Context: an optimization exercise on an open-source flow, tuned for small area, a short achievable clock period and few clock cycles. The choices shown serve that exercise and are no tape-out recipe.
Function was checked by simulation only, so behaviour that the tests miss may differ from the original.
Power is estimated from default activity; no workload was simulated.

==> flow/design.v (excerpt) <==
module multi_core_wb #(
    parameter N = 2,
    parameter IMG_SIZE = 64,
    parameter OUTPUT_SIZE = 32
)(
    input clk,
    input rst,
    input         i_wb_cyc,
    input         i_wb_stb,
    input         i_wb_we,
    input  [3:0]  i_wb_sel,
    input  [31:0] i_wb_addr,
    input  [31:0] i_wb_data,
    output reg [31:0] o_wb_data,
    output reg        o_wb_ack,
    output reg        o_wb_stall
);
reg [3:0] cnt;    
always @(posedge clk) begin
  if (rst) cnt <= 4'd7;
  else     cnt <= cnt + 4'd1;
end
wire [3:0] cnt_n = cnt + 4'd1;
wire [2:0] cc    = cnt[2:0];      
wire [2:0] cc_n  = cnt_n[2:0];    
reg  stall_i, w_hold;
wire req       = i_wb_cyc & i_wb_stb & ~stall_i;
wire a9        = i_wb_addr[9];
wire acc_pix   = req &  i_wb_we & ~a9;
wire acc_start = req &  i_wb_we &  a9;
wire acc_stat  = req & ~i_wb_we &  a9;
reg        w_pend;
reg        w_core;
reg [1:0]  w_pair;    
  ...
Size in the first run: about 110 I/O pins, ~0.13 mm² of cells after synthesis.
==> flow/config.mk <==
export PLATFORM = sky130hd
export DESIGN_NAME = multi_core_wb
export DESIGN_NICKNAME = multi_core_wb
export VERILOG_FILES = /design/flow/design.v
export SDC_FILE = /design/flow/constraint.sdc
export NUM_CORES = 4
export LEC_CHECK = 0
export CAP_MARGIN = 20
export CORE_MARGIN = 2
export CORE_UTILIZATION = 72
export CTS_BUF_LIST = sky130_fd_sc_hd__clkbuf_16
export CTS_CLUSTER_DIAMETER = 60
export CTS_CLUSTER_SIZE = 30
export PLACE_DENSITY = 0.8
export SLEW_MARGIN = 20
==> flow/constraint.sdc <==
create_clock -name core_clock -period 10.0 [get_ports {clk}]
set_input_delay 2.0000 -clock core_clock [delete_from_list [all_inputs] [get_ports {clk}]]
set_output_delay 2.0000 -clock core_clock [all_outputs]
set_load 0.01 [all_outputs]
standard.sh (not shown) runs the stock make flow with config.mk's settings and CLKGATE_MAP_FILE= SYNTH_SCRIPT=/design/flow/synth_recipe.tcl, a recipe that flattens the netlist after the stock synthesis.
==> flow/flow/run.sh <==
#!/bin/bash
set -euo pipefail
export SETUP_SLACK_MARGIN=6.6
export TNS_END_PERCENT=100
bash standard.sh > standard_flow.log 2>&1
Testbench counts at the start, summed over its fixed seeds: cycles 6,968.
==> next run, changes <==
--- a/flow/design.v
+++ b/flow/design.v
@@ -119,21 +119,21 @@
   reg       x2u;         
   reg       x2v;         
   reg       eclr, oclr;  
   reg       fso;         
   reg       fen, fclr;   
   always @(posedge clk) begin
     oh0  <= (lr_n == 2'd0) ^ P;
     oh1  <= (lr_n == 2'd1) ^ P;
     rb   <= lr_n ^ {2{P}};
-    x2u  <= (cc_n[0] ^ cc_n[1]) ^ P;
-    x2v  <= P ? ~((cc_n == 3'd0) | (cc_n == 3'd3) | (cc_n == 3'd4))
-              :  ((cc_n == 3'd3) | (cc_n == 3'd4));
+    x2u  <= (cc[0] ^ cc[1]) ^ P;
+    x2v  <= P ? ~((cc == 3'd0) | (cc == 3'd3) | (cc == 3'd4))
+              :  ((cc == 3'd3) | (cc == 3'd4));
     eclr <= ((cc_n == 3'd1) | (cc_n == 3'd5)) ^ P;
     oclr <= (cc_n == 3'd3) ^ P;
     fso  <= (cc_n == 3'd7) ^ P;
     fen  <= ((cc_n == 3'd6) | (cc_n == 3'd0) | (cc_n == 3'd2)) ^ P;
     fclr <= ((lr_n == 2'd0) & (cc_n == 3'd6)) ^ P;
   end
   wire s0 = oh0 ^ P;
   wire s1 = oh1 ^ P;
   wire [1:0] r = rb ^ {2{P}};
@@ -142,28 +142,29 @@
   wire [31:0] q2 = r[1] ? tap[8*k+6] : r[0] ? tap[8*k+4] : tap[8*k+2];
   wire [31:0] q3 = r[1] ? tap[8*k+7] : r[0] ? tap[8*k+5] : tap[8*k+3];
   wire [31:0] n0  = ~q0;
   wire [31:0] n1  = ~q1;
   wire [31:0] s1v = q2 ^ q3 ^ n0;
   wire [31:0] m1  = (q2 & q3) | (q2 & n0) | (q3 & n0);
   wire [31:0] c1  = {m1[30:0], 1'b1};
   wire [31:0] ts  = s1v ^ c1 ^ n1;
   wire [31:0] m2  = (s1v & c1) | (s1v & n1) | (c1 & n1);
-  wire [31:0] tc  = {m2[30:0], 1'b1};
+  reg  [31:0] tsr, tcr;
+  always @(posedge clk) begin
+    tsr <= ts;
+    tcr <= {m2[30:0], 1'b1};
+  end
   wire wu = x2u ^ P;
   wire wv = P ? ~x2v : x2v;
-  reg  [31:0] us, uc, vs, vc;
-  always @(posedge clk) begin
-    us <= wu ? {ts[30:0], 1'b0} : ts;
-    uc <= wu ? {tc[30:0], 1'b0} : tc;
-    vs <= wv ? {ts[30:0], 1'b0} : ts;
-    vc <= wv ? {tc[30:0], 1'b0} : tc;
-  end
+  wire [31:0] us = wu ? {tsr[30:0], 1'b0} : tsr;
+  wire [31:0] uc = wu ? {tcr[30:0], 1'b0} : tcr;
+  wire [31:0] vs = wv ? {tsr[30:0], 1'b0} : tsr;
+  wire [31:0] vc = wv ? {tcr[30:0], 1'b0} : tcr;
   reg  [31:0] es, ec, os, oc;
   wire [31:0] ea  = (eclr ^ P) ? 32'd0 : es;
   wire [31:0] eb  = (eclr ^ P) ? 32'd0 : ec;
   wire [31:0] oa  = (oclr ^ P) ? 32'd0 : os;
   wire [31:0] ob  = (oclr ^ P) ? 32'd0 : oc;
   wire [31:0] e1s = ea ^ eb ^ us;
   wire [31:0] e1m = (ea & eb) | (ea & us) | (eb & us);
   wire [31:0] e1c = {e1m[30:0], 1'b0};
   wire [31:0] e2m = (e1s & e1c) | (e1s & uc) | (e1c & uc);
What happened: The changed run produced a clean layout. Non-clock buffer count rises by 16. Setup slack gets worse by 0.10 ns. Power falls by 1.9%. Worst hold slack gets better by 0.0057 ns. Global-route usage rises by 0.45 points. Cell area falls by 1.9%.
Testbench counts after the change, summed over its fixed seeds: cycles 6,968.

-- afterwards: timing with drivers on the ports --
No port has a modelled driver above. Below, the same layouts with a new extraction and two added sets of constraints.
Step 1: set_driving_cell puts a clkbuf_16 on clk and a buf_2 on each other input, an assumption about the parent block.
Step 2 adds t to the input delays and takes it off the output delays; t is the mean of the earliest and latest rising clock arrival at the registers after step 1. Input paths then give back, and output paths get back, about the clock's delay inside the block.
Three values: ideal ports, drivers, drivers and shift; two values: the first two.
run | t (ns) | setup WS [ns] | cell pins on the clock port's net
the first run | 0.959 | 6.657 / 6.575 / 5.917 | 1
the second run | 0.952 | 6.555 / 6.555 / 5.763 | 1
After both steps every run listed still meets setup and hold. For the second run, which loses most, drivers alone change the setup slack by 0.000 ns; drivers and shift together by -0.792 ns.
